This design comes from an exercise in tuning for small area on the open sky130 flow, not from production work.
The RTL was checked by simulation tests, not by an equivalence proof against the original design.
Power figures rest on the tool's default switching activity, not on a simulated workload.

$ cat flow/design.v
`timescale 1ns / 1ps
module axis_extremum_finder
(
    input  wire                             aclk,
    input  wire                             aresetn,
    input  wire [4:0]                       log_count,
    input  wire [2:0]                       shift,
    output logic [15:0]                     lower_threshold,
    output logic [15:0]                     upper_threshold,
    input  wire [15:0]                      signal_a
);
    logic                                   measure;
    logic  [15:0]                           tmp_min, tmp_max;
    logic  [31:0]                           count1;      
    wire                                    last;
    wire   [15:0]                           sum, center, d_min, d_max, new_min, new_max;
    wire   [15:0]                           sh_min, sh_max;
    wire   [31:0]                           inc;
    wire                                    a_lt_min, a_gt_max;
    vt_inc #(.W(32)) u_inc (.a(count1), .s(inc));
    vt_lt  #(.W(16)) u_ltmin (.a(signal_a), .b(tmp_min), .lt(a_lt_min));
    vt_lt  #(.W(16)) u_gtmax (.a(tmp_max), .b(signal_a), .lt(a_gt_max));
    assign last = |(count1 & (32'hFFFFFFFF << log_count));
    vt_add #(.W(16)) u_sum  (.a(tmp_max), .b(tmp_min),  .cin(1'b0), .s(sum));
    assign center = {sum[15], sum[15:1]};
    vt_add #(.W(16)) u_dmax (.a(tmp_max), .b(~center), .cin(1'b1), .s(d_max));
    assign sh_max = $signed(d_max) >>> shift;
    vt_add #(.W(16)) u_nmax (.a(sh_max),  .b(center),  .cin(1'b0), .s(new_max));
    wire   [15:0]                           top;
    wire   [6:0]                            below;
    wire                                    carry, wrap;
    assign top    = ~(16'hFFFF >> shift);
    assign below  = ~(7'h7F << shift);
    assign carry  = sum[0] ? ((d_max[6:0] & below & 7'h7E) == 7'd0) : ((d_max[6:0] & below) == 7'd0);
    assign wrap   = (d_max == 16'h8000) | (sum[0] & (d_max == 16'h8001));
    assign sh_min = ~sh_max | ({16{wrap}} & top);
    vt_add #(.W(16)) u_nmin (.a(sh_min),  .b(center),  .cin(carry), .s(d_min));
    assign new_min = (shift == 3'd0) ? tmp_min : d_min;
    always_ff @(posedge aclk) begin
        if (~aresetn) begin
            lower_threshold <= 16'h7FFF;
            upper_threshold <= 16'h8000;
            measure         <= 1'b0;
        end else begin
            if (measure && last) begin
                lower_threshold <= new_min;
                upper_threshold <= new_max;
            end
            measure         <= ~(measure & last);
        end
    end
    always_ff @(posedge aclk) begin
        if (~measure) begin
            tmp_min         <= 16'h7FFF;
            tmp_max         <= 16'h8000;
            count1          <= 32'd1;
        end else begin
            if (a_lt_min)
                tmp_min     <= signal_a;
            if (a_gt_max)
                tmp_max     <= signal_a;
            count1          <= inc;
        end
    end
endmodule
`timescale 1ns / 1ps
module axis_position_tracker
(
    input  wire                             aclk,
    input  wire                             aresetn,
    input  wire [15:0]                      lower_threshold,
    input  wire [15:0]                      upper_threshold,
    input  wire [4:0]                       log_scale,
    input  wire [15:0]                      signal_a,
    input  wire [15:0]                      signal_b,
    output logic [31:0]                     position
);
    localparam                              idle            = 2'b00,
                                            low             = 2'b01,
                                            high            = 2'b10;
    logic  [1:0]                            state;
    wire   [15:0]                           sum, center;
    wire                                    below, above, forward, step;
    wire   [31:0]                           y, run, flip, from_l;
    vt_add #(.W(16)) u_sum (.a(upper_threshold), .b(lower_threshold), .cin(1'b0), .s(sum));
    assign center  = {sum[15], sum[15:1]};
    assign below   = $signed(signal_a) < $signed(lower_threshold);
    assign above   = $signed(signal_a) > $signed(upper_threshold);
    assign forward = $signed(signal_b) > $signed(center);
    assign step    = (state == high) & below;
    assign from_l  = 32'hFFFFFFFF << log_scale;
    assign y       = (position ^ {32{~forward}}) | ~from_l;
    vt_prefix_and #(.W(32)) u_run (.x(y), .y(run));
    assign flip    = {32{step}} & from_l & run;
    always_ff @(posedge aclk) begin
        if (~aresetn) begin
            position        <= 32'd0;
            state           <= idle;
        end else begin
            position        <= position ^ flip;
            case (state)
                idle:    if (below) state <= low;
                low:     if (above) state <= high;
                high:    if (below) state <= low;
                default: ;
            endcase
        end
    end
endmodule
`timescale 1ns / 1ps
module axis_throttler
(
    input  wire                             aclk,
    input  wire                             aresetn,
    input  wire [4:0]                       log_throttle,
    output logic                            deny,
    output logic                            pass_        
);
    logic [31:0]                            count1;
    wire                                    last;
    wire  [31:0]                            inc;
    vt_inc #(.W(32)) u_inc (.a(count1), .s(inc));
    assign last = |(count1 & (32'hFFFFFFFF << log_throttle));
    always_ff @(posedge aclk) begin
        count1 <= (aresetn & ~last) ? inc : 32'd1;
        deny   <= aresetn & ~last;
        pass_  <= ~aresetn | last;
    end
endmodule
`timescale 1ns / 1ps
module axis_differentiator
(
    input  wire                             aclk,
    input  wire                             aresetn,
    input  wire                             enable,
    input  wire                             load,        
    input  wire                             hold,        
    input  wire [31:0]                      din,
    output wire [31:0]                      dout
);
    logic  [31:0]                           x0, x1, x2, x3, x4, part, result;
    wire   [32:0]                           sum1, sum2;
    wire   [31:0]                           a, b, c, cs_s, cs_c, part_next, result_next;
    vt_add #(.W(33)) u_sum1 (.a({x4[31], x4}), .b(~{x0[31], x0}), .cin(1'b1), .s(sum1));
    vt_add #(.W(33)) u_sum2 (.a({x1[31], x1}), .b(~{x3[31], x3}), .cin(1'b1), .s(sum2));
    assign a      = {{2{sum1[32]}}, sum1[32:3]};
    assign b      = {{3{sum1[32]}}, sum1[32:4]};
    assign c      = ~{{4{sum2[32]}}, sum2[32:5]};
    assign cs_s   = a ^ b ^ c;
    assign cs_c   = (a & b) | (a & c) | (b & c);
    vt_add #(.W(32)) u_part (.a(cs_s), .b({cs_c[30:0], 1'b1}), .cin(1'b0), .s(part_next));
    vt_add #(.W(32)) u_res  (.a(part), .b(sum2[31:0]), .cin(1'b0), .s(result_next));
    assign dout = enable ? result : din;
    always_ff @(posedge aclk) begin
        x0     <= ({32{load}} & din)         | ({32{hold}} & x0);
        x1     <= ({32{load}} & x0)          | ({32{hold}} & x1);
        x2     <= ({32{load}} & x1)          | ({32{hold}} & x2);
        x3     <= ({32{load}} & x2)          | ({32{hold}} & x3);
        x4     <= ({32{load}} & x3)          | ({32{hold}} & x4);
        part   <= ({32{load}} & part_next)   | ({32{hold}} & part);
        result <= ({32{load}} & result_next) | ({32{hold}} & result);
    end
endmodule
`timescale 1ns / 1ps
module vibrometer_tracker
(
    input  wire                             clk,
    input  wire                             aresetn,
    input  wire [4:0]                       log_count_extremum,
    input  wire [2:0]                       shift_extremum,
    input  wire [4:0]                       log_scale,
    input  wire                             filter_enable,
    input  wire [4:0]                       log_throttle,
    input  wire [31:0]                      raw_tdata,
    output wire [15:0]                      lower_threshold,
    output wire [15:0]                      upper_threshold,
    output wire [31:0]                      position_tdata,
    output wire                             filter_tvalid,
    output wire [31:0]                      filter_tdata
);
    wire                                    deny, pass_;
    axis_extremum_finder axis_extremum_finder (
        .aclk               (clk),
        .aresetn            (aresetn),
        .log_count          (log_count_extremum),
        .shift              (shift_extremum),
        .lower_threshold    (lower_threshold),
        .upper_threshold    (upper_threshold),
        .signal_a           (raw_tdata[15:0])
    );
    axis_position_tracker axis_position_tracker (
        .aclk               (clk),
        .aresetn            (aresetn),
        .lower_threshold    (lower_threshold),
        .upper_threshold    (upper_threshold),
        .log_scale          (log_scale),
        .signal_a           (raw_tdata[15:0]),
        .signal_b           (raw_tdata[31:16]),
        .position           (position_tdata)
    );
    axis_throttler axis_throttler (
        .aclk               (clk),
        .aresetn            (aresetn),
        .log_throttle       (log_throttle),
        .deny               (deny),
        .pass_              (pass_)
    );
    assign filter_tvalid = aresetn & ~deny;
    axis_differentiator axis_differentiator (
        .aclk               (clk),
        .aresetn            (aresetn),
        .enable             (filter_enable),
        .load               (aresetn & pass_),
        .hold               (aresetn & deny),
        .din                (position_tdata),
        .dout               (filter_tdata)
    );
endmodule
module vt_add #
(
    parameter integer                       W = 32
)
(
    input  wire [W-1:0]                     a,
    input  wire [W-1:0]                     b,
    input  wire                             cin,
    output wire [W-1:0]                     s
);
    localparam integer                      LG = (W > 32) ? 6 : (W > 16) ? 5 : (W > 8) ? 4 : (W > 4) ? 3 : (W > 2) ? 2 : 1;
    wire   [W-1:0]                          p, g, gin;
    assign p   = a ^ b;
    assign g   = a & b;
    assign gin = {g[W-1:1], g[0] | (p[0] & cin)};
    genvar k, i;
    for (k = 0; k < 2 * LG; k = k + 1) begin : level
        localparam integer D = (k < LG) ? (1 << k) : (1 << (2 * LG - 1 - k));
        wire [W-1:0] gi, pi, go, po;
        if (k == 0) begin : first
            assign gi = gin;
            assign pi = p;
        end else begin : next
            assign gi = level[k-1].go;
            assign pi = level[k-1].po;
        end
        for (i = 0; i < W; i = i + 1) begin : bit_
            if ((k <  LG && i >= 2 * D - 1 && (i - (2 * D - 1)) % (2 * D) == 0) ||
                (k >= LG && i >= 3 * D - 1 && (i - (3 * D - 1)) % (2 * D) == 0)) begin : op
                assign go[i] = gi[i] | (pi[i] & gi[i - D]);
                assign po[i] = pi[i] & pi[i - D];
            end else begin : pass
                assign go[i] = gi[i];
                assign po[i] = pi[i];
            end
        end
    end
    assign s = p ^ {level[2*LG-1].go[W-2:0], cin};
endmodule
module vt_prefix_and #
(
    parameter integer                       W = 32
)
(
    input  wire [W-1:0]                     x,
    output wire [W-1:0]                     y
);
    localparam integer                      LG = (W > 32) ? 6 : (W > 16) ? 5 : (W > 8) ? 4 : (W > 4) ? 3 : (W > 2) ? 2 : 1;
    genvar k, i;
    for (k = 0; k < 2 * LG; k = k + 1) begin : level
        localparam integer D = (k < LG) ? (1 << k) : (1 << (2 * LG - 1 - k));
        wire [W-1:0] qi, qo;
        if (k == 0) begin : first
            assign qi = x;
        end else begin : next
            assign qi = level[k-1].qo;
        end
        for (i = 0; i < W; i = i + 1) begin : bit_
            if ((k <  LG && i >= 2 * D - 1 && (i - (2 * D - 1)) % (2 * D) == 0) ||
                (k >= LG && i >= 3 * D - 1 && (i - (3 * D - 1)) % (2 * D) == 0)) begin : op
                assign qo[i] = qi[i] & qi[i - D];
            end else begin : pass
                assign qo[i] = qi[i];
            end
        end
    end
    assign y = {level[2*LG-1].qo[W-2:0], 1'b1};
endmodule
module vt_inc #
(
    parameter integer                       W = 32
)
(
    input  wire [W-1:0]                     a,
    output wire [W-1:0]                     s
);
    wire   [W-1:0]                          c;
    assign c[0] = 1'b1;
    genvar i;
    for (i = 1; i < W; i = i + 1) begin : carry
        assign c[i] = c[i-1] & a[i-1];
    end
    assign s = a ^ c;
endmodule
module vt_lt #
(
    parameter integer                       W = 16
)
(
    input  wire [W-1:0]                     a,
    input  wire [W-1:0]                     b,
    output wire                             lt
);
    wire   [W:0]                            c;       
    wire   [W-1:0]                          aa, bb;
    assign aa = {~a[W-1], a[W-2:0]};
    assign bb = {~b[W-1], b[W-2:0]};
    assign c[0] = 1'b0;
    genvar i;
    for (i = 0; i < W; i = i + 1) begin : borrow
        assign c[i+1] = (~aa[i] & bb[i]) | (~(aa[i] ^ bb[i]) & c[i]);
    end
    assign lt = c[W];
endmodule
$ cat flow/flow/run.sh
#!/bin/bash
# Standard layout (the standard.sh) with these changes:
#  - synthesis maps the logic with the ABC script flow/abc_map.script (area-oriented) and
#    leaves adders to ABC instead of extracting full/half adder cells (ADDER_MAP_FILE
#    empty); the Yosys script is otherwise the standard one, so the registers, their
#    names and their cells are unchanged
#  - port buffers use the smallest plain buffer instead of the default pick
#  - clock tree synthesis inserts no dummy loads and clusters up to 16 sinks per buffer
set -euo pipefail
W=$PWD
rm -rf "$W/scripts_abc"
cp -r "$FLOW_HOME/scripts" "$W/scripts_abc"
cp "$W/flow/abc_map.script" "$W/scripts_abc/abc_speed.script"
export BUFFER_PORTS_ARGS="-buffer_cell sky130_fd_sc_hd__buf_1"
export CTS_ARGS="-sink_clustering_enable -repair_clock_nets -dont_use_dummy_load -sink_clustering_size 16 -sink_clustering_max_diameter 80 -buf_list {sky130_fd_sc_hd__clkbuf_8}"
bash standard.sh SCRIPTS_DIR="$W/scripts_abc" ADDER_MAP_FILE= synth > synth_flow.log 2>&1
bash standard.sh finish > standard_flow.log 2>&1
$ cat flow/flow/abc_map.script
strash
dc2
dch
map -a
mfs2 -a
strash
dc2
dch
map -a
mfs2 -a
strash
dch
map -D 6000
topo
stime -c
buffer -c
upsize -c
dnsize -c
$ cat flow/standard.sh
#!/bin/bash
# synth_recipe.tcl (not shown) runs the flow's synth.tcl, then flattens the netlist and writes it again
# the make line also repeats each setting of config.mk as NAME=value (left out here)
make -C /OpenROAD-flow-scripts/flow DESIGN_CONFIG=/design/flow/config.mk WORK_HOME=/design/flow/orfs CLKGATE_MAP_FILE= SYNTH_SCRIPT=/design/flow/synth_recipe.tcl "${@:-finish}"
$ cat flow/config.mk
export PLATFORM = sky130hd
export DESIGN_NAME = vibrometer_tracker
export DESIGN_NICKNAME = vibrometer_tracker
export VERILOG_FILES = /design/flow/design.v
export SDC_FILE = /design/flow/constraint.sdc
export NUM_CORES = 4
export LEC_CHECK = 0
export CAP_MARGIN = 20
export CORE_MARGIN = 2
export CORE_UTILIZATION = 65
export SLEW_MARGIN = 20
$ cat flow/constraint.sdc
create_clock -name core_clock -period 8.0 [get_ports {clk}]
set_input_delay 1.6000 -clock core_clock [delete_from_list [all_inputs] [get_ports {clk}]]
set_output_delay 1.6000 -clock core_clock [all_outputs]
set_load 0.01 [all_outputs]
==> key figures, run 1 <==
Logic synthesis
  – Warnings, synthesis: 4
  – Mapped Area: 0.02338 mm2
  – Async set or reset register ratio after synthesis: 0
  – #FFs+latches synth: 389
  – Most used DFF post-synth: dfxtp_1
  – Gate Count Post-Synth: 3550
  – Mean post-synth cell area: 6.585 um2
  – Distinct cells, synth: 78
  – Post-synth EDFFs: 0
  – Mapped Nets: 3603
  – Sequential fraction of the synthesis area: 0.3331

CTS
  – CTS hold repair buffers: 0
  – CTS tree: done
  – Total CTS buffers: 30
  – H-tree depth: 1
  – Clk Tree Root Cell: clkbuf_8
  – CTS max path bufs: 3
  – Skew-Pair Late Insertion Delay: 670 ps
  – Clk slew on worst S/H paths: 100 ps
  – Clock Sinks: 389

Floorplanning
  – Row count: 69
  – Die area: 0.03750 mm2
  – Ports: 150
  – Die W: 193.6 um
  – Initial Util: 0.6588
  – Core area: 0.03548 mm2
  – Die Y: 193.6 um

Layout
  – Commonest non-fill, non-tap cell in the layout: nand2_1
  – Share of post-route cells with drive strength above 1: 0.07389
  – Register area: 0.007791 mm2
  – Final instance area: 0.02501 mm2
  – # diodes: 0
  – Post-layout util: 0.7049
  – Final std cells w/o fill: 4115
  – Fill cells: 3071
  – Area Growth Syn to Fin: 6.984%
  – Most frequent cells in the layout: 693 x nand2_1, 552 x inv_1, 440 x nor2_1, 388 x dfxtp_1, 265 x o21ai_0
  – Multi-input logic area: 0.01332 mm2
  – Fin nets: 3709

Route
  – Wl on met1: 26800 um
  – Final WL: 65000 um
  – Starting DRC count in detailed routing: 1510
  – Number of detailed-route iterations in the first pass: 8
  – Drc violations: 0
  – Met2 Routed Length: 31250 um
  – Metal3 WL: 4362 um
  – Vias: 23667
  – DR WL/cell: 15.79 um
  – Top sig layer: met5
  – Vias per std cell: 5.751
  – Final ANT Viol Nets: 0

Power and ir drop
  – Total Power: 6246 uW
  – P_leak: 0.01060 uW
  – Peak supply drop: 0.2175 mV
  – Cell Pwr Density: 249.7 mW/mm2

Timing
  – Crit path time final: 7520 ps
  – Fin worst setup slack: 480.0 ps
  – Clk_skew: 80.66 ps
  – RSZ-0062 raised after global routing: yes
  – Slew headroom: 0.3249
  – Final setup fails: 0
  – Worst-Margin Slew: 1013 ps
  – Final Max Tran Viols: 0
  – Final-report hold violation count: 0
  – Final period util: 0.9400
  – Achievable Freq: 0.1330 GHz

Placement
  – IO Port Bufs: 149
  – DP Area: 0.02420 mm2
  – Dpl hpwl: 48490 um
  – GP Congestion: 0.9508
  – Dpl cells: 4075
  – DP Worst Slack: 227.8 ps

Worst setup path
  – CP Launch Type: register
  – Most numerous cell on the critical path: nand2_1
  – Reg2reg start: axis_differentiator.x1[1]
  – Slowest cell delay on critical path: 340 ps
  – Critical path origin: axis_differentiator.x1[1]
  – Critical Path Sink Type: register
  – CP Max Fanout: 5
  – Critical path class: reg -> reg
  – Required time of the critical path: 8520 ps
  – CP max-delay cell: dfxtp_1
  – Arr. time, crit path: 8040 ps

GRT
  – Global-route wire length before repair: 103700 um
  – Total grt overflow: 0
  – Initial antenna violation count: 2
  – Vias in the first global route: 21928
  – Total Routing Usage GR: 0.3287
  – Largest net degree at the start of global routing: 94

Outcome
  – Status: no timing/DRC/antenna violations

Min path
  – HP Start: axis_extremum_finder.count1[0]
  – Hold Path Class: reg -> reg

Job
  – Max-cap check violation count: 0
-- repair_timing --
item | 4_1_cts | 5_1_grt
setup endpoints to repair | 0 | 15
gates resized for setup | 0 | 66
setup buffers | 0 | 10
-- worst paths after layout --
path / cells after the start / to / slack (ps)
hold / removal: 1 / axis_extremum_finder.count1[0] / 430
setup / recovery: 53 / axis_differentiator.part[30] / 480
setup reg to reg: 53 / axis_differentiator.part[30] / 480
hold reg to reg: 1 / axis_extremum_finder.count1[0] / 430
-- report_power, final --
| group | switching, uW | internal (uW) | total [uW] |
|---|---|---|---|
| Sequential | 92.4 | 2060 | 2150 |
| Combinational | 2020 | 1100 | 3110 |
| Clock | 647 | 334 | 980 |
-- sequential cells by signal (all words and copies together), names as in the netlist, 2 cells and up --
signal,flops
axis_differentiator.part,32
axis_differentiator.result,32
axis_differentiator.x0,32
axis_differentiator.x1,32
axis_differentiator.x2,32
axis_differentiator.x3,32
axis_differentiator.x4,32
axis_extremum_finder.count1,32
axis_position_tracker.position,32
axis_throttler.count1,32
axis_extremum_finder.lower_threshold,16
axis_extremum_finder.tmp_max,16
axis_extremum_finder.tmp_min,16
axis_extremum_finder.upper_threshold,16
axis_position_tracker.state,2
-- critical path, delay by kind of cell, from the launching register on --
| kind | cells | cell delay [ps] |
|---|---|---|
| simple gates | 30 | 3930 |
| compound gates | 21 | 2800 |
| flops | 1 | 340 |
| xor+xnor | 1 | 190 |
| buf+inv | 1 | 100 |
-- layer usage --
metal	vias to the layer above	track usage
met5	-	0
met4	2	0.1247
met3	179	0.05357
met2	795	0.5771
met1	10894	0.4041
li1	11797	-
-- Yosys cell counts, drive strengths merged, types with 16 or more instances --
master,instances,share of area
or2,35,0.0098
clkbuf,84,0.015
a22oi,25,0.0082
inv,572,0.092
nor2,467,0.078
xnor2,58,0.022
o22ai,201,0.055
nand2,722,0.12
a21oi,217,0.051
o21a,16,0.0054
xor2,111,0.043
o21ai,345,0.078
nand3,71,0.016
nor3,49,0.010
dfxtp,389,0.33
-- kinds of logic (layout without fill, tap and decap cells) --
kind of cell | after synthesis | count (layout) | share of synthesized area
AO/OA/AOI/OAI | 922 | 922 | 0.2411
XOR/XNOR | 169 | 169 | 0.06524
adder cells (fa/ha/maj) | 5 | 5 | 0.002301
buffers and inverters | 673 | 777 | 0.1114
flip-flops | 389 | 389 | 0.3331
multiplexers | 1 | 1 | 0.0004282
AND/OR/NAND/NOR | 1391 | 1391 | 0.2465
-- per-stage QoR --
step           setup TNS, ps  hold WS [ps]
2_1_floorplan              0         381.1
3_3_place_gp               0         389.0
3_5_place_dp               0         406.5
4_1_cts                    0         430.5
5_1_grt               -756.9         458.0
6_report                   0         428.0
-- area by class of cell --
| cell class | instances | share of cell area |
|---|---|---|
| multi-input cells | 2488 | 0.5327 |
| flip-flops and latches | 389 | 0.3115 |
| inverters | 573 | 0.08620 |
| repair buffers | 174 | 0.02997 |
| well taps | 461 | 0.02306 |
| clock buffers | 30 | 0.01651 |
==> run 2, diff against run 1 <==
==> flow/flow/abc_map.script (replaced) <==
strash
dc2
dch
map -a
mfs2 -a
strash
dc2
dch
map -a
mfs2 -a
strash
dch
map -D 5500
topo
stime -c
upsize -c
dnsize -c
==> run 2 against run 1 <==
  * Final cell count hardly changed
  * Hold slack better by 4.3 ps
  * First-iteration DRC count is 8.7% lower
  * Non-clock buffer count is 12 lower
  * Largest power group unchanged
  * Highest routed layer is now met4
  * Cell area hardly changed
  * Global-route usage is 0.47 points higher
  * Synthesized cell count is 2.5% lower
  * Register-to-register slack better by 390 ps
  * Largest cell class unchanged
  * Clock power is 0.7% lower
  * Still clean on timing, DRC and antenna
  * Setup slack better by 390 ps
==> key figures, run 2 <==
Outcome
  – Status: no timing/DRC/antenna violations (unchanged)

Logic synthesis
  – Sequential fraction of the synthesis area: 0.3337 (was 0.3331)
  – Distinct cells, synth: 88 (was 78)
  – Most used DFF post-synth: dfxtp_1 (unchanged)
  – Gate Count Post-Synth: 3463 (was 3550)
  – Most frequent cells after synthesis: 723 x nand2_1, 534 x clkinv_1, 399 x nor2_1 (was 698 x nand2_1, 552 x inv_1, 448 x nor2_1)
  – Adder-Cell Fraction of Synth Area: 0.0009114 (was 0.002301)
  – Warnings, synthesis: 4 (unchanged)
  – #FFs+latches synth: 389 (unchanged)
  – Count leader, synth: nand2_1 (unchanged)
  – Mean post-synth cell area: 6.739 um2 (was 6.585 um2)
  – Multiplexer share of the synthesized area: 0.0008578 (was 0.0004282)
  – Simple logic cell fraction of the synthesized area: 0.2561 (was 0.2465)
  – Synth area leader: dfxtp_1 (unchanged)
  – Area contributors post-synth: dfxtp_1 33%, nand2_1 12%, clkinv_1 8.6% (was dfxtp_1 33%, nand2_1 11%, inv_1 8.9%)
  – Largest family of logic cells by synthesized area: simple AND/OR/NAND/NOR gates (unchanged)
  – Synth Area in Compound Gates: 0.2506 (was 0.2411)
  – Async set or reset register ratio after synthesis: 0 (unchanged)
  – XOR/XNOR Fraction of Synth Area: 0.06594 (was 0.06524)
  – Synth top area share: 0.3337 (was 0.3331)
  – Mapped Nets: 3516 (was 3603)
  – Mapped Area: 0.02334 mm2 (was 0.02338 mm2)
  – Post-synth EDFFs: 0 (unchanged)

Worst setup path
  – CP Max Fanout: 7 (was 5)
  – Required time of the critical path: 8500 ps (was 8520 ps)
  – FF-to-FF End: axis_extremum_finder.lower_threshold[15] (was axis_differentiator.part[30])
  – Arr. time, crit path: 7630 ps (was 8040 ps)
  – Reg2reg setup slack: 870 ps (was 480 ps)
  – Critical path class: reg -> reg (unchanged)
  – Worst R2R Path Depth: 46 (was 53)
  – CP max-delay cell: xor2_1 (was dfxtp_1)
  – Critical Path Sink Type: register (unchanged)
  – CP Launch Type: register (unchanged)
  – Slowest cell delay on critical path: 470 ps (was 340 ps)
  – Reg2reg start: axis_extremum_finder.tmp_max[0] (was axis_differentiator.x1[1])
  – Most numerous cell on the critical path: nand2_1 (unchanged)

Route
  – DR WL/cell: 15.59 um (was 15.79 um)
  – Vias: 23745 (was 23667)
  – Final WL: 64190 um (was 65000 um)
  – Drc violations: 0 (unchanged)
  – Vias per std cell: 5.766 (was 5.751)
  – Number of detailed-route iterations in the first pass: 5 (was 8)
  – Starting DRC count in detailed routing: 1378 (was 1510)
  – Final ANT Viol Nets: 0 (unchanged)

Layout
  – Share of post-route cells with drive strength above 1: 0.06703 (was 0.07389)
  – Area Growth Syn to Fin: 7.227% (was 6.984%)
  – Most frequent cells in the layout: 721 x nand2_1, 534 x clkinv_1, 399 x nor2_1, 389 x dfxtp_1, 270 x o21ai_0 (was 693 x nand2_1, 552 x inv_1, 440 x nor2_1, 388 x dfxtp_1, 265 x o21ai_0)
  – Post-layout util: 0.7052 (was 0.7049)
  – Commonest non-fill, non-tap cell in the layout: nand2_1 (unchanged)
  – Fin nets: 3710 (was 3709)

GRT
  – Vias in the first global route: 22264 (was 21928)
  – Initial antenna violation count: 0 (was 2)
  – Largest net degree at the start of global routing: 97 (was 94)
  – Global-route wire length before repair: 105500 um (was 103700 um)
  – Total grt overflow: 0 (unchanged)
  – Total Routing Usage GR: 0.3334 (was 0.3287)

Timing
  – Slew headroom: 0.2535 (was 0.3249)
  – Clk_skew: 55.19 ps (was 80.66 ps)
  – Crit path time final: 7130 ps (was 7520 ps)
  – Final-report hold violation count: 0 (unchanged)
  – Final period util: 0.8912 (was 0.9400)
  – Final Max Tran Viols: 0 (unchanged)
  – RSZ-0062 raised after global routing: no (was yes)
  – Final setup fails: 0 (unchanged)
  – Achievable Freq: 0.1403 GHz (was 0.1330 GHz)
  – Final setup TNS: 0 ps (unchanged)
  – Worst-Margin Slew: 1110 ps (was 1013 ps)

Floorplanning
  – Die W: 193.5 um (was 193.6 um)
  – Row count: 69 (unchanged)
  – Ports: 150 (unchanged)
  – Die Y: 193.5 um (was 193.6 um)
  – Core area: 0.03548 mm2 (unchanged)
  – Initial Util: 0.6577 (was 0.6588)
  – Die area: 0.03743 mm2 (was 0.03750 mm2)

CTS
  – Clk slew on worst S/H paths: 100 ps (about the same)
  – CTS max path bufs: 3 (unchanged)
  – Clock Sinks: 389 (unchanged)
  – Skew-Pair Late Insertion Delay: 670 ps (about the same)
  – Clk Tree Root Cell: clkbuf_8 (unchanged)
  – CTS tree: done (unchanged)
  – Total CTS buffers: 30 (unchanged)
  – Post-CTS setup buffers: 0 (unchanged)
  – H-tree depth: 1 (unchanged)

Power and ir drop
  – Switching share of power: 0.4414 (was 0.4412)
  – Peak supply drop: 0.1817 mV (was 0.2175 mV)
  – Clk pwr share: 0.157 (about the same)
  – Switch Pwr: 2730 uW (was 2756 uW)
  – Internal power: 3455 uW (was 3490 uW)
  – Total Power: 6185 uW (was 6246 uW)
  – Combinational share of power: 0.494 (was 0.498)
  – Cell Pwr Density: 247.2 mW/mm2 (was 249.7 mW/mm2)
  – P_leak: 0.009425 uW (was 0.01060 uW)
  – Sequential Power Share: 0.349 (was 0.345)

Placement
  – GP Congestion: 0.9398 (was 0.9508)
  – Dpl hpwl: 48280 um (was 48490 um)
  – IO Port Bufs: 149 (unchanged)

Min path
  – HP Start: axis_throttler.count1[0] (was axis_extremum_finder.count1[0])
  – Hold Path Stages: 1 (unchanged)
  – Worst Hold Path EP: axis_throttler.count1[0] (was axis_extremum_finder.count1[0])
  – Hold Path Class: reg -> reg (unchanged)

Job
  – Max-cap check violation count: 0 (unchanged)
## run 2: cell count changes in the layout (fill, tap and decap cells not counted), moves of 6 or more
cell and change:
buf_4 -12, nor2_1 -41, inv_1 -546, clkinv_1 +534, nand2_2 +7, o22ai_1 +7, o21ai_1 -15, xor2_1 +13
nand2_1 +28, or2_2 -6, xnor2_2 -6, nand3_1 +25, or2_1 -6, xor2_2 -12
## run 2: timing repair
action | in CTS | in global routing
hold buffers | 0 | 0
endpoints found under the hold margin | 0 | 0
setup endpoints to repair | 0 | 2
gates resized for setup | 0 | 2
## run 2: cell families (layout without fill, tap and decap cells)
kind of cell	Yosys count	after routing
simple gates	1404	1404
compound gates	936	936
buf+inv	565	757
flops	389	389
xor+xnor	165	165
fa+ha+maj	2	2
mux	2	2
other cells	0	2
## run 2: layout make-up
cell class              instances  area, um2
flip-flops and latches        389       7787
clock buffers                  30      412.9
multi-input cells            2509      13440
diodes                          2      5.005
inverters                     565       2143
fillers                      3136      10460
well taps                     461      576.8
repair buffers                162      659.4
## run 2: worst max-delay path, delay by kind of cell, from the launching register on
kind	cells	cell delay, ps
compound gates	18	2760
flops	1	400
buf+inv	2	340
simple gates	23	2540
xor+xnor	3	930
## run 2: per-stage QoR
stage,instance area [um2],hold slack [ps],worst slack (ps),instances
3_5_place_dp,24590,402.0,592.4,4086
3_3_place_gp,24590,395.6,752.1,4086
2_1_floorplan,23340,385.1,1444,3463
4_1_cts,25010,426.5,888.6,4116
5_1_grt,25020,444.8,22.52,4116
6_report,25020,432.4,870.1,4118
## run 2: power by group through the flow
stage	Combinational, uW	Clock (uW)	Sequential (uW)
3_5_place_dp	2990	0	2200
2_1_floorplan	2410	0	2180
4_1_cts	3010	992	2150
3_3_place_gp	2910	0	2190
6_report	3060	973	2160
5_1_grt	3430	1050	2170
## run 2: per-layer routing
layer  up-vias  global-route usage  wire (um)
met5         -                   0          0
met4         0              0.1561       3203
met3       173             0.03696       4285
met2       781              0.5636      29270
met1     10775              0.4268      27420
li1      12016                   -          -
## run 2: worst max path at each step
stage	end	startpoint	cells past startpoint
3_3_place_gp	axis_position_tracker.position[31]	raw_tdata[16]	44
6_report	axis_extremum_finder.lower_threshold[15]	axis_extremum_finder.tmp_max[0]	46
4_1_cts	axis_differentiator.part[30]	axis_differentiator.x0[1]	54
5_1_grt	axis_differentiator.part[30]	axis_differentiator.x4[2]	55
2_1_floorplan	axis_differentiator.part[30]	aresetn	4
3_5_place_dp	axis_position_tracker.position[30]	raw_tdata[16]	44
==> run 3, diff against run 2 <==
==> flow/flow/abc_map.script (replaced) <==
strash
dc2
dch
map -a
mfs2 -a
strash
dc2
dch
map -a
mfs2 -a
strash
dch
map -D 5500
topo
stime -c
buffer -c
upsize -c
dnsize -c
--- a/flow/config.mk
+++ b/flow/config.mk
@@ -7,5 +7,5 @@
 export LEC_CHECK = 0
 export CAP_MARGIN = 20
 export CORE_MARGIN = 2
-export CORE_UTILIZATION = 65
+export CORE_UTILIZATION = 50
 export SLEW_MARGIN = 20
==> run 3 against run 2 <==
  * Still clean on timing, DRC and antenna
  * Critical path depth grew 4
  * Sequential share of layout area is essentially flat
  * Hold slack about the same
  * Global-route usage shrank 6.0 points
  * Setup slack worse by 130 ps
  * Sequential cell count unchanged
  * Sequential power barely moved
  * Count of clock-buffer cells in the layout rose by 5
  * Via count shrank 2.4%
  * Power up 0.93%
  * Highest routed layer unchanged
  * Largest power group unchanged
==> key figures, run 3 <==
Floorplanning
  – Ports: 150 (unchanged)
  – Core area: 0.04636 mm2 (was 0.03548 mm2)
  – Initial Util: 0.5052 (was 0.6577)
  – Die area: 0.04859 mm2 (was 0.03743 mm2)
  – Die W: 220.4 um (was 193.5 um)
  – Row count: 79 (was 69)
  – Die Y: 220.4 um (was 193.5 um)

Job
  – Max-cap check violation count: 0 (unchanged)

Timing
  – Slew headroom: 0.2903 (was 0.2535)
  – Final Max Tran Viols: 0 (unchanged)
  – Final setup fails: 0 (unchanged)
  – Clk_skew: 68.33 ps (was 55.19 ps)
  – Final setup TNS: 0 ps (unchanged)
  – Crit path time final: 7259 ps (was 7130 ps)
  – Final period util: 0.9074 (was 0.8912)
  – Fin worst setup slack: 741.1 ps (was 870.1 ps)
  – Worst-Margin Slew: 1057 ps (was 1110 ps)
  – Final-report hold violation count: 0 (unchanged)
  – RSZ-0062 raised after global routing: no (unchanged)
  – Achievable Freq: 0.1378 GHz (was 0.1403 GHz)

GRT
  – Largest net degree at the start of global routing: 102 (was 97)
  – Total Routing Usage GR: 0.2730 (was 0.3334)
  – Initial antenna violation count: 0 (unchanged)
  – Global-route wire length before repair: 106900 um (was 105500 um)
  – Vias in the first global route: 21182 (was 22264)
  – Total grt overflow: 0 (unchanged)

Route
  – Vias: 23164 (was 23745)
  – DR WL/cell: 15.74 um (was 15.59 um)
  – Final ANT Viol Nets: 0 (unchanged)
  – Vias per std cell: 5.421 (was 5.766)
  – Final WL: 67270 um (was 64190 um)
  – Drc violations: 0 (unchanged)
  – Starting DRC count in detailed routing: 1422 (was 1378)
  – Number of detailed-route iterations in the first pass: 5 (unchanged)

Power and ir drop
  – P_leak: 0.01056 uW (was 0.009425 uW)
  – Cell Pwr Density: 249.3 mW/mm2 (was 247.2 mW/mm2)
  – Peak supply drop: 0.1599 mV (was 0.1817 mV)

CTS
  – Skew-Pair Late Insertion Delay: 640 ps (was 670 ps)
  – H-tree depth: 2 (was 1)
  – Clk Tree Root Cell: clkbuf_8 (unchanged)
  – CTS max path bufs: 3 (unchanged)
  – Clock Sinks: 389 (unchanged)
  – CTS hold repair buffers: 0 (unchanged)
  – Total CTS buffers: 35 (was 30)
  – CTS tree: done (unchanged)
  – Clk slew on worst S/H paths: 100 ps (about the same)

Layout
  – Commonest non-fill, non-tap cell in the layout: nand2_1 (unchanged)
  – Most frequent cells in the layout: 737 x nand2_1, 548 x inv_1, 404 x nor2_1, 389 x dfxtp_1, 274 x o21ai_0 (was 721 x nand2_1, 534 x clkinv_1, 399 x nor2_1, 389 x dfxtp_1, 270 x o21ai_0)
  – Post-layout util: 0.5403 (was 0.7052)
  – Fin nets: 3720 (was 3710)
  – Final instance area: 0.02505 mm2 (was 0.02502 mm2)
  – Fill cells: 4721 (was 3136)
  – Area Growth Syn to Fin: 6.939% (was 7.227%)
  – Share of post-route cells with drive strength above 1: 0.05512 (was 0.06703)

Worst setup path
  – CP top delay family: compound AO/OA/AOI/OAI gates (unchanged)
  – CP Launch Type: register (unchanged)
  – Arr. time, crit path: 7800 ps (was 7630 ps)
  – Critical Path Sink Type: register (unchanged)
  – Critical path class: reg -> reg (unchanged)
  – CP bufs+invs: 4 (was 2)
  – CP max-delay cell: dfxtp_1 (was xor2_1)
  – Required time of the critical path: 8540 ps (was 8500 ps)
  – Slowest cell delay on critical path: 450 ps (was 470 ps)
  – CP Max Fanout: 11 (was 7)

Logic synthesis
  – Mapped Area: 0.02342 mm2 (was 0.02334 mm2)
  – Warnings, synthesis: 4 (unchanged)
  – Synth top area share: 0.3325 (was 0.3337)
  – Count leader, synth: nand2_1 (unchanged)
  – Most frequent cells after synthesis: 739 x nand2_1, 548 x inv_1, 406 x nor2_1 (was 723 x nand2_1, 534 x clkinv_1, 399 x nor2_1)
  – Distinct cells, synth: 79 (was 88)
  – Area contributors post-synth: dfxtp_1 33%, nand2_1 12%, inv_1 8.8% (was dfxtp_1 33%, nand2_1 12%, clkinv_1 8.6%)
  – Synth area leader: dfxtp_1 (unchanged)
  – Post-synth EDFFs: 0 (unchanged)
  – Mean post-synth cell area: 6.572 um2 (was 6.739 um2)
  – Sequential fraction of the synthesis area: 0.3325 (was 0.3337)
  – Mapped Nets: 3617 (was 3516)
  – #FFs+latches synth: 389 (unchanged)
  – Async set or reset register ratio after synthesis: 0 (unchanged)
  – Most used DFF post-synth: dfxtp_1 (unchanged)
  – Gate Count Post-Synth: 3564 (was 3463)

Placement
  – GP Congestion: 0.9365 (was 0.9398)
  – IO Port Bufs: 149 (unchanged)
  – Dpl hpwl: 50800 um (was 48280 um)
  – DP Area: 0.02450 mm2 (was 0.02459 mm2)
  – DP Worst Slack: 534.7 ps (was 592.4 ps)

Min path
  – Hold Path Class: reg -> reg (unchanged)

Outcome
  – Status: no timing/DRC/antenna violations (unchanged)
==> run 3: path summary, 6_finish.rpt <==
path / start / end / slack [ps] / cells after the start
max: axis_extremum_finder.upper_threshold[1] / axis_position_tracker.position[31] / 740 / 50
min reg2reg: axis_extremum_finder.count1[0] / axis_extremum_finder.count1[0] / 430 / 1
min: axis_extremum_finder.count1[0] / axis_extremum_finder.count1[0] / 430 / 1
max reg2reg: axis_extremum_finder.upper_threshold[1] / axis_position_tracker.position[31] / 740 / 50
==> run 3: report_power, final <==
part	internal [uW]	switching [uW]	leakage, uW	total, uW
combinational	1050	1970	0.00716	3030
sequential	2060	88.5	0.00316	2150
clock	394	674	0.000252	1070
total	3510	2740	0.0106	6240
==> run 3: logic make-up after synthesis <==
logic type / share of synthesized area
DFF: 0.3325
AOI/OAI and AO/OA: 0.2465
muxes: 0.0008548
adders and majority gates: 0.0008548
buffers and inverters: 0.1069
xor gates and xnor gates: 0.06330
and+or+nand+nor: 0.2491
==> run 3: routing by layer <==
layer / global-route usage / vias to the layer above / wire length [um]
li1: - / 11916 / -
met1: 0.3567 / 10582 / 30680
met2: 0.4636 / 566 / 31110
met3: 0.04866 / 100 / 3924
met4: 0.07159 / 0 / 1554
met5: 0 / - / 0
==> run 3: layout make-up <==
cell class / count / area (um2) / area share
Sequential cell: 389 / 7787 / 0.3109
Multi-Input combinational cell: 2509 / 13200 / 0.5269
Antenna cell: 1 / 2.502 / 0.00009991
Inverter: 565 / 2121 / 0.08467
Tap cell: 607 / 759.5 / 0.03032
Clock buffer: 35 / 481.7 / 0.01923
Timing Repair Buffer: 167 / 696.9 / 0.02782
==> run 3: per-stage QoR <==
stage | total power (uW) | hold WS (ps) | std cells
6_report | 6243 | 432.7 | 4273
5_1_grt | 6765 | 450.3 | 4272
4_1_cts | 6255 | 433.6 | 4271
3_5_place_dp | 5167 | 408.6 | 4236
3_3_place_gp | 5114 | 396.2 | 4236
2_1_floorplan | 4552 | 381.1 | 3564
==> run 3: what timing repair did <==
| action | 4_1_cts | 5_1_grt |
|---|---|---|
| gates resized for setup | 0 | 11 |
| buffers inserted | 0 | 1 |
| setup endpoints to repair | 0 | 8 |
==> run 3: worst reg2reg max path, delay by kind of cell (launching register included) <==
kind	cells	cell delay, ps
AO/OA/AOI/OAI	23	3420
AND/OR/NAND/NOR	22	2890
XOR/XNOR	1	180
buffers and inverters	4	260
flip-flops	1	450
==> run 4, diff against run 3 <==
--- a/flow/config.mk
+++ b/flow/config.mk
@@ -7,5 +7,5 @@
 export LEC_CHECK = 0
 export CAP_MARGIN = 20
 export CORE_MARGIN = 2
-export CORE_UTILIZATION = 50
+export CORE_UTILIZATION = 75
 export SLEW_MARGIN = 20
==> run 4 against run 3 <==
  * Non-clock buffer count decreased by 3
  * Critical path depth down 3
  * Wire length is 3.2% lower
  * Sequential cell count did not move
  * Sequential share of layout area is 0.47 points higher
  * Fmax decreased by 1.8%
  * Synthesized cell count unchanged
  * Hold slack got worse by 9.9 ps
  * Largest power group unchanged
==> key figures, run 4 <==
Placement
  – DP Worst Slack: 636.3 ps (was 534.7 ps)
  – GP Congestion: 1.001 (was 0.9365)
  – Dpl hpwl: 48710 um (was 50800 um)
  – IO Port Bufs: 149 (unchanged)

GRT
  – Initial antenna violation count: 4 (was 0)
  – Met1 usage: 0.4594 (was 0.3567)
  – Vias in the first global route: 23311 (was 21182)
  – M3 GR Usage: 0.06813 (was 0.04866)
  – Grt met2 use: 0.6508 (was 0.4636)
  – Gr busiest metal: met2 (unchanged)
  – Global-route wire length before repair: 106400 um (was 106900 um)
  – Total grt overflow: 0 (unchanged)
  – Total Routing Usage GR: 0.3834 (was 0.2730)
  – Largest net degree at the start of global routing: 98 (was 102)

Logic synthesis
  – #FFs+latches synth: 389 (unchanged)
  – Most used DFF post-synth: dfxtp_1 (unchanged)
  – Sequential fraction of the synthesis area: 0.3325 (unchanged)
  – Async set or reset register ratio after synthesis: 0 (unchanged)
  – Distinct cells, synth: 79 (unchanged)
  – Simple logic cell fraction of the synthesized area: 0.2491 (unchanged)
  – Mean post-synth cell area: 6.572 um2 (unchanged)
  – Largest family of logic cells by synthesized area: simple AND/OR/NAND/NOR gates (unchanged)
  – Synth Area in Compound Gates: 0.2465 (unchanged)
  – Area contributors post-synth: dfxtp_1 33%, nand2_1 12%, inv_1 8.8% (unchanged)
  – Gate Count Post-Synth: 3564 (unchanged)
  – XOR/XNOR Fraction of Synth Area: 0.06330 (unchanged)
  – Most frequent cells after synthesis: 739 x nand2_1, 548 x inv_1, 406 x nor2_1 (unchanged)
  – Post-synth EDFFs: 0 (unchanged)
  – Mapped Nets: 3617 (unchanged)
  – Count leader, synth: nand2_1 (unchanged)
  – Multiplexer share of the synthesized area: 0.0008547 (unchanged)
  – Synth area leader: dfxtp_1 (unchanged)
  – Warnings, synthesis: 4 (unchanged)
  – Mapped Area: 0.02342 mm2 (unchanged)
  – Synth top area share: 0.3325 (unchanged)
  – Adder-Cell Fraction of Synth Area: 0.0008547 (unchanged)

Min path
  – Hold Path Class: reg -> reg (unchanged)

CTS
  – CTS max path bufs: 3 (unchanged)
  – Clk slew on worst S/H paths: 100 ps (about the same)
  – H-tree depth: 1 (was 2)
  – CTS tree: done (unchanged)
  – Skew-Pair Late Insertion Delay: 630 ps (was 640 ps)
  – CTS hold repair buffers: 0 (unchanged)
  – Clock Sinks: 389 (unchanged)
  – Post-CTS setup buffers: 0 (unchanged)
  – Clk Tree Root Cell: clkbuf_8 (unchanged)
  – Total CTS buffers: 29 (was 35)

Route
  – Vias per std cell: 6.026 (was 5.421)
  – Number of detailed-route iterations in the first pass: 8 (was 5)
  – Drc violations: 0 (unchanged)
  – DR WL/cell: 16.06 um (was 15.74 um)
  – Final ANT Viol Nets: 0 (unchanged)
  – Final WL: 65100 um (was 67270 um)
  – Vias: 24429 (was 23164)
  – Starting DRC count in detailed routing: 2329 (was 1422)

Outcome
  – Status: no timing/DRC/antenna violations (unchanged)

Floorplanning
  – Die area: 0.03266 mm2 (was 0.04859 mm2)
  – Die Y: 180.7 um (was 220.4 um)
  – Initial Util: 0.7637 (was 0.5052)
  – Die W: 180.7 um (was 220.4 um)
  – Core area: 0.03067 mm2 (was 0.04636 mm2)
  – Row count: 64 (was 79)
  – Ports: 150 (unchanged)

Worst setup path
  – Critical Path Sink Type: register (unchanged)
  – Critical path class: reg -> reg (unchanged)
  – CP bufs+invs: 2 (was 4)
  – CP Max Fanout: 20 (was 11)
  – CP top delay family: compound AO/OA/AOI/OAI gates (unchanged)
  – CP max-delay cell: maj3_1 (was dfxtp_1)
  – Most numerous cell on the critical path: a21oi_1
  – CP Launch Type: register (unchanged)
  – Arr. time, crit path: 7910 ps (was 7800 ps)
  – Required time of the critical path: 8510 ps (was 8540 ps)
  – Slowest cell delay on critical path: 380 ps (was 450 ps)

Timing
  – Achievable Freq: 0.1352 GHz (was 0.1378 GHz)
  – Fin worst setup slack: 606.1 ps (was 741.1 ps)
  – Crit path time final: 7394 ps (was 7259 ps)
  – Final period util: 0.9242 (was 0.9074)
  – RSZ-0062 raised after global routing: no (unchanged)
  – Worst-Margin Slew: 1005 ps (was 1057 ps)
  – Final setup fails: 0 (unchanged)
  – Clk_skew: 67.33 ps (was 68.33 ps)
  – Slew headroom: 0.3298 (was 0.2903)
  – Final setup TNS: 0 ps (unchanged)
  – Final Max Tran Viols: 0 (unchanged)
  – Final-report hold violation count: 0 (unchanged)

Job
  – Max-cap check violation count: 0 (unchanged)

Layout
  – Fin nets: 3711 (was 3720)
  – Area Growth Syn to Fin: 5.348% (was 6.939%)
  – Share of post-route cells with drive strength above 1: 0.05224 (was 0.05512)
  – Commonest non-fill, non-tap cell in the layout: nand2_1 (unchanged)
  – Most frequent cells in the layout: 737 x nand2_1, 548 x inv_1, 404 x nor2_1, 389 x dfxtp_1, 272 x o21ai_0 (was 737 x nand2_1, 548 x inv_1, 404 x nor2_1, 389 x dfxtp_1, 274 x o21ai_0)
  – Post-layout util: 0.8045 (was 0.5403)

Power and ir drop
  – Peak supply drop: 0.2782 mV (was 0.1599 mV)
  – P_leak: 0.01050 uW (was 0.01056 uW)
  – Cell Pwr Density: 249.5 mW/mm2 (was 249.3 mW/mm2)
  – Total Power: 6155 uW (was 6243 uW)
run 4: cell count changes in the layout (fill, tap and decap cells not counted), sizes merged:
cell    previous run  this run
buf              165       162
clkbuf            37        31
diode              1         2
run 4: worst register-to-register path: cells and delay by family (launching register included):
family	cells	cell delay, ps
simple gates	18	2360
xor+xnor	1	180
flops	1	370
compound gates	24	3700
buf+inv	2	120
fa+ha+maj	2	550
run 4: cell families after synthesis:
logic type | after synthesis
flops | 389
fa+ha+maj | 2
mux | 2
simple gates | 1404
compound gates | 936
xor+xnor | 165
buf+inv | 666
run 4: per-layer routing:
metal / vias to the layer above / routed length [um]
met4: 4 / 3661
li1: 11898 / -
met5: - / 23
met3: 279 / 6008
met2: 1224 / 30210
met1: 11024 / 25190
run 4: per-stage QoR:
stage / instance area, um2 / hold slack (ps) / std cells
floorplan: 23420 / 381.1 / 3564
global placement: 24220 / 392.5 / 4023
global route: 24670 / 462.0 / 4054
detailed placement: 24220 / 405.1 / 4023
CTS: 24620 / 427.9 / 4052
finish: 24670 / 422.8 / 4054
run 4: worst paths after layout:
path,startpoint,to,slack (ps),depth (start not counted)
max reg2reg,axis_extremum_finder.upper_threshold[0],axis_position_tracker.position[31],610,47
min reg2reg,axis_extremum_finder.count1[0],axis_extremum_finder.count1[0],420,1
min,axis_extremum_finder.count1[0],axis_extremum_finder.count1[0],420,1
max,axis_extremum_finder.upper_threshold[0],axis_position_tracker.position[31],610,47
run 4: repair_timing:
action / CTS / global route
hold endpoints to repair: 0 / 0
endpoints found under the setup margin: 0 / 9
gates resized for setup: 0 / 11
run 4: report_power, final:
group          internal (uW)  total, uW  switching, uW
registers               2060       2150           92.8
logic                   1040       3050           2000
clock network            323        952            629
run 4: final cells by class:
type | instances | area (um2)
antenna | 2 | 5.005
sequential | 389 | 7787
clock buffer | 29 | 399.1
tap | 396 | 495.5
multi-input combinational | 2509 | 13190
timing repair buffer | 164 | 674.4
fill | 2272 | 5996
inverter | 565 | 2121
==> run 5, diff against run 4 <==
--- a/flow/config.mk
+++ b/flow/config.mk
@@ -7,5 +7,5 @@
 export LEC_CHECK = 0
 export CAP_MARGIN = 20
 export CORE_MARGIN = 2
-export CORE_UTILIZATION = 75
+export CORE_UTILIZATION = 65
 export SLEW_MARGIN = 20
==> run 5 against run 4 <==
  * Still clean on timing, DRC and antenna
  * Non-clock buffer count is 2 higher
  * Combinational power is 1% lower
  * Sequential power hardly changed
  * Global-route usage is 5.5 points lower
  * Critical path depth is 6 higher
  * Power is 0.30% lower
  * Area after synthesis stayed put
  * Highest routed layer unchanged
  * Core utilization is 11 points lower
  * Die area is 15% higher
==> key figures, run 5 <==
Outcome
  – Status: no timing/DRC/antenna violations (unchanged)

Min path
  – Hold Path Class: reg -> reg (unchanged)
  – HP Start: axis_extremum_finder.count1[0] (unchanged)

Timing
  – Final Max Tran Viols: 0 (unchanged)
  – Final-report hold violation count: 0 (unchanged)
  – Clk_skew: 78.83 ps (was 67.33 ps)
  – Final setup fails: 0 (unchanged)
  – Worst-Margin Slew: 1060 ps (was 1005 ps)
  – RSZ-0062 raised after global routing: no (unchanged)
  – Final period util: 0.8950 (was 0.9242)
  – Achievable Freq: 0.1397 GHz (was 0.1352 GHz)
  – Crit path time final: 7160 ps (was 7394 ps)
  – Slew headroom: 0.2930 (was 0.3298)
  – Final setup TNS: 0 ps (unchanged)

CTS
  – CTS max path bufs: 3 (unchanged)
  – Clock Sinks: 389 (unchanged)
  – Skew-Pair Late Insertion Delay: 680 ps (was 630 ps)
  – CTS hold repair buffers: 0 (unchanged)
  – H-tree depth: 1 (unchanged)
  – Total CTS buffers: 30 (was 29)
  – Clk slew on worst S/H paths: 100 ps (about the same)
  – CTS tree: done (unchanged)
  – Clk Tree Root Cell: clkbuf_8 (unchanged)

Worst setup path
  – Critical Path Sink Type: register (unchanged)
  – CP Launch Type: register (unchanged)
  – Required time of the critical path: 8510 ps (about the same)
  – Reg2reg start: axis_extremum_finder.tmp_max[0] (was axis_extremum_finder.upper_threshold[0])
  – Reg2reg setup slack: 840 ps (was 610 ps)
  – CP Max Fanout: 4 (was 20)
  – Most numerous cell on the critical path: nand2_1 (was a21oi_1)
  – Critical path origin: axis_extremum_finder.tmp_max[0] (was axis_extremum_finder.upper_threshold[0])
  – CP max-delay cell: dfxtp_1 (was maj3_1)
  – Critical path class: reg -> reg (unchanged)
  – Arr. time, crit path: 7670 ps (was 7910 ps)
  – Slowest cell delay on critical path: 420 ps (was 380 ps)

Logic synthesis
  – Mean post-synth cell area: 6.572 um2 (unchanged)
  – Async set or reset register ratio after synthesis: 0 (unchanged)
  – Synth area leader: dfxtp_1 (unchanged)
  – Post-synth EDFFs: 0 (unchanged)
  – Area contributors post-synth: dfxtp_1 33%, nand2_1 12%, inv_1 8.8% (unchanged)
  – Sequential fraction of the synthesis area: 0.3325 (unchanged)
  – Most frequent cells after synthesis: 739 x nand2_1, 548 x inv_1, 406 x nor2_1 (unchanged)
  – Most used DFF post-synth: dfxtp_1 (unchanged)
  – #FFs+latches synth: 389 (unchanged)
  – Count leader, synth: nand2_1 (unchanged)
  – Warnings, synthesis: 4 (unchanged)
  – Distinct cells, synth: 79 (unchanged)
  – Mapped Area: 0.02342 mm2 (unchanged)
  – Mapped Nets: 3617 (unchanged)
  – Gate Count Post-Synth: 3564 (unchanged)
  – Synth top area share: 0.3325 (unchanged)

Power and ir drop
  – Peak supply drop: 0.1944 mV (was 0.2782 mV)
  – Clk pwr share: 0.159 (was 0.155)
  – Cell Pwr Density: 247.9 mW/mm2 (was 249.5 mW/mm2)
  – Switching share of power: 0.4392 (was 0.4428)
  – Switch Pwr: 2695 uW (was 2725 uW)
  – Internal power: 3442 uW (was 3430 uW)
  – Combinational share of power: 0.490 (was 0.495)
  – P_leak: 0.01050 uW (about the same)
  – Sequential Power Share: 0.351 (was 0.350)

Floorplanning
  – Row count: 69 (was 64)
  – Die area: 0.03757 mm2 (was 0.03266 mm2)
  – Core area: 0.03557 mm2 (was 0.03067 mm2)
  – Die Y: 193.8 um (was 180.7 um)
  – Die W: 193.8 um (was 180.7 um)
  – Ports: 150 (unchanged)
  – Initial Util: 0.6585 (was 0.7637)

Route
  – Final WL: 64140 um (was 65100 um)
  – Final ANT Viol Nets: 0 (unchanged)
  – Starting DRC count in detailed routing: 1956 (was 2329)
  – Number of detailed-route iterations in the first pass: 8 (unchanged)
  – Drc violations: 0 (unchanged)
  – DR WL/cell: 15.57 um (was 16.06 um)
  – Vias: 23909 (was 24429)
  – Vias per std cell: 5.803 (was 6.026)

GRT
  – Initial antenna violation count: 1 (was 4)
  – Total Routing Usage GR: 0.3286 (was 0.3834)
  – Largest net degree at the start of global routing: 107 (was 98)
  – Global-route wire length before repair: 104600 um (was 106400 um)
  – Vias in the first global route: 22098 (was 23311)
  – Total grt overflow: 0 (unchanged)

Layout
  – Multi-input logic area: 0.01317 mm2 (was 0.01319 mm2)
  – Share of post-route cells with drive strength above 1: 0.05247 (was 0.05224)
  – Fill cells: 3241 (was 2272)
  – Post-layout util: 0.6961 (was 0.8045)
  – Register area: 0.007787 mm2 (unchanged)
  – Commonest non-fill, non-tap cell in the layout: nand2_1 (unchanged)
  – Area Growth Syn to Fin: 5.716% (was 5.348%)
  – Fin nets: 3714 (was 3711)
  – Most frequent cells in the layout: 737 x nand2_1, 548 x inv_1, 404 x nor2_1, 389 x dfxtp_1, 274 x o21ai_0 (was 737 x nand2_1, 548 x inv_1, 404 x nor2_1, 389 x dfxtp_1, 272 x o21ai_0)
  – # diodes: 0 (was 2)

Placement
  – Dpl hpwl: 48110 um (was 48710 um)
  – GP Congestion: 0.9469 (was 1.001)
  – IO Port Bufs: 149 (unchanged)

Job
  – Max-cap check violation count: 0 (unchanged)
==> run 5: cell counts after synthesis <==
No cell type changed its count.
==> run 5: path summary, 6_finish.rpt <==
path              cells past startpoint                                       end
setup / recovery                     53  axis_extremum_finder.lower_threshold[15]
hold / removal                        1            axis_extremum_finder.count1[0]
setup reg to reg                     53  axis_extremum_finder.lower_threshold[15]
hold reg to reg                       1            axis_extremum_finder.count1[0]
==> run 5: final cells by class <==
cell class,instances,area share
multi-input cells,2509,0.5319
well taps,461,0.02330
flip-flops and latches,389,0.3145
inverters,565,0.08565
clock buffers,30,0.01668
repair buffers,166,0.02800
==> run 5: kinds of logic after synthesis <==
group,synth area share
and+or+nand+nor,0.2491
AOI/OAI and AO/OA,0.2465
buffers and inverters,0.1069
DFF,0.3325
xor gates and xnor gates,0.06330
muxes,0.0008548
adders and majority gates,0.0008548
==> run 5: per-layer routing <==
metal  track usage  share of wire  vias to the layer above
li1              -              -                    11894
met1        0.4201           0.42                    11004
met2        0.5690           0.46                      834
met3       0.04314          0.073                      175
met4        0.1178          0.039                        2
met5             0        0.00025                        -
==> run 5: what timing repair did <==
item | 4_1_cts | 5_1_grt
setup endpoints to repair | 0 | 7
setup buffers | 0 | 1
gates resized for setup | 0 | 7
endpoints found under the hold margin | 0 | 0
==> run 5: critical path: cells and delay by family (launching register included) <==
kind | cells | cell delay [ps]
AO/OA/AOI/OAI | 16 | 2650
XOR/XNOR | 3 | 690
buffers and inverters | 2 | 210
flip-flops | 1 | 420
AND/OR/NAND/NOR | 32 | 3090
==> run 5: power groups by stage <==
stage / Sequential, uW / Combinational, uW / Clock [uW]
global placement: 2190 / 2850 / 0
CTS: 2150 / 2950 / 991
finish: 2150 / 3010 / 975
floorplan: 2170 / 2380 / 0
global route: 2170 / 3370 / 1050
detailed placement: 2190 / 2930 / 0
==> run 5: stage by stage <==
step | worst slack (ps) | cell area, um2 | hold WS [ps] | total power [uW] | instances
6_report | 839.7 | 24760 | 424.3 | 6137 | 4120
5_1_grt | 38.75 | 24760 | 454.4 | 6588 | 4120
4_1_cts | 820.6 | 24730 | 425.1 | 6088 | 4119
3_5_place_dp | 724.3 | 24310 | 399.6 | 5124 | 4089
3_3_place_gp | 887.8 | 24310 | 395.7 | 5040 | 4089
2_1_floorplan | 1656 | 23420 | 381.1 | 4552 | 3564

==> re-timing with driven ports <==
The results above use ideal ports. As a check the final layouts listed here were re-extracted and re-timed, cells and wires unchanged. Step 1 sets driving cells, clkbuf_16 on the clock port and buf_2 on the other inputs (assumed; they add their load-dependent delay and slew). Step 2 times the ports against the registers' clock, not the clock port: input delays grow and output delays shrink by t, the midpoint of the rising clock arrivals with the driver on. a / b / c = no drivers / after step 1 / after step 2; a / b = the first two.
run	t (ns)	setup slack, ns	slew at the worst register clock pin (ns)
run 1	0.685	0.480 / 0.480 / 0.382	0.11 / 0.11
run 2	0.698	0.870 / 0.870 / 0.483	0.11 / 0.11
run 3	0.664	0.741 / 0.741 / 0.442	0.11 / 0.11
run 4	0.649	0.606 / 0.606 / 0.538	0.11 / 0.11
run 5	0.697	0.840 / 0.840 / 0.717	0.11 / 0.11
After both steps setup and hold are still met in every run listed. For run 2, which loses most, drivers alone change the setup slack by 0.000 ns; drivers and shift together by -0.387 ns.
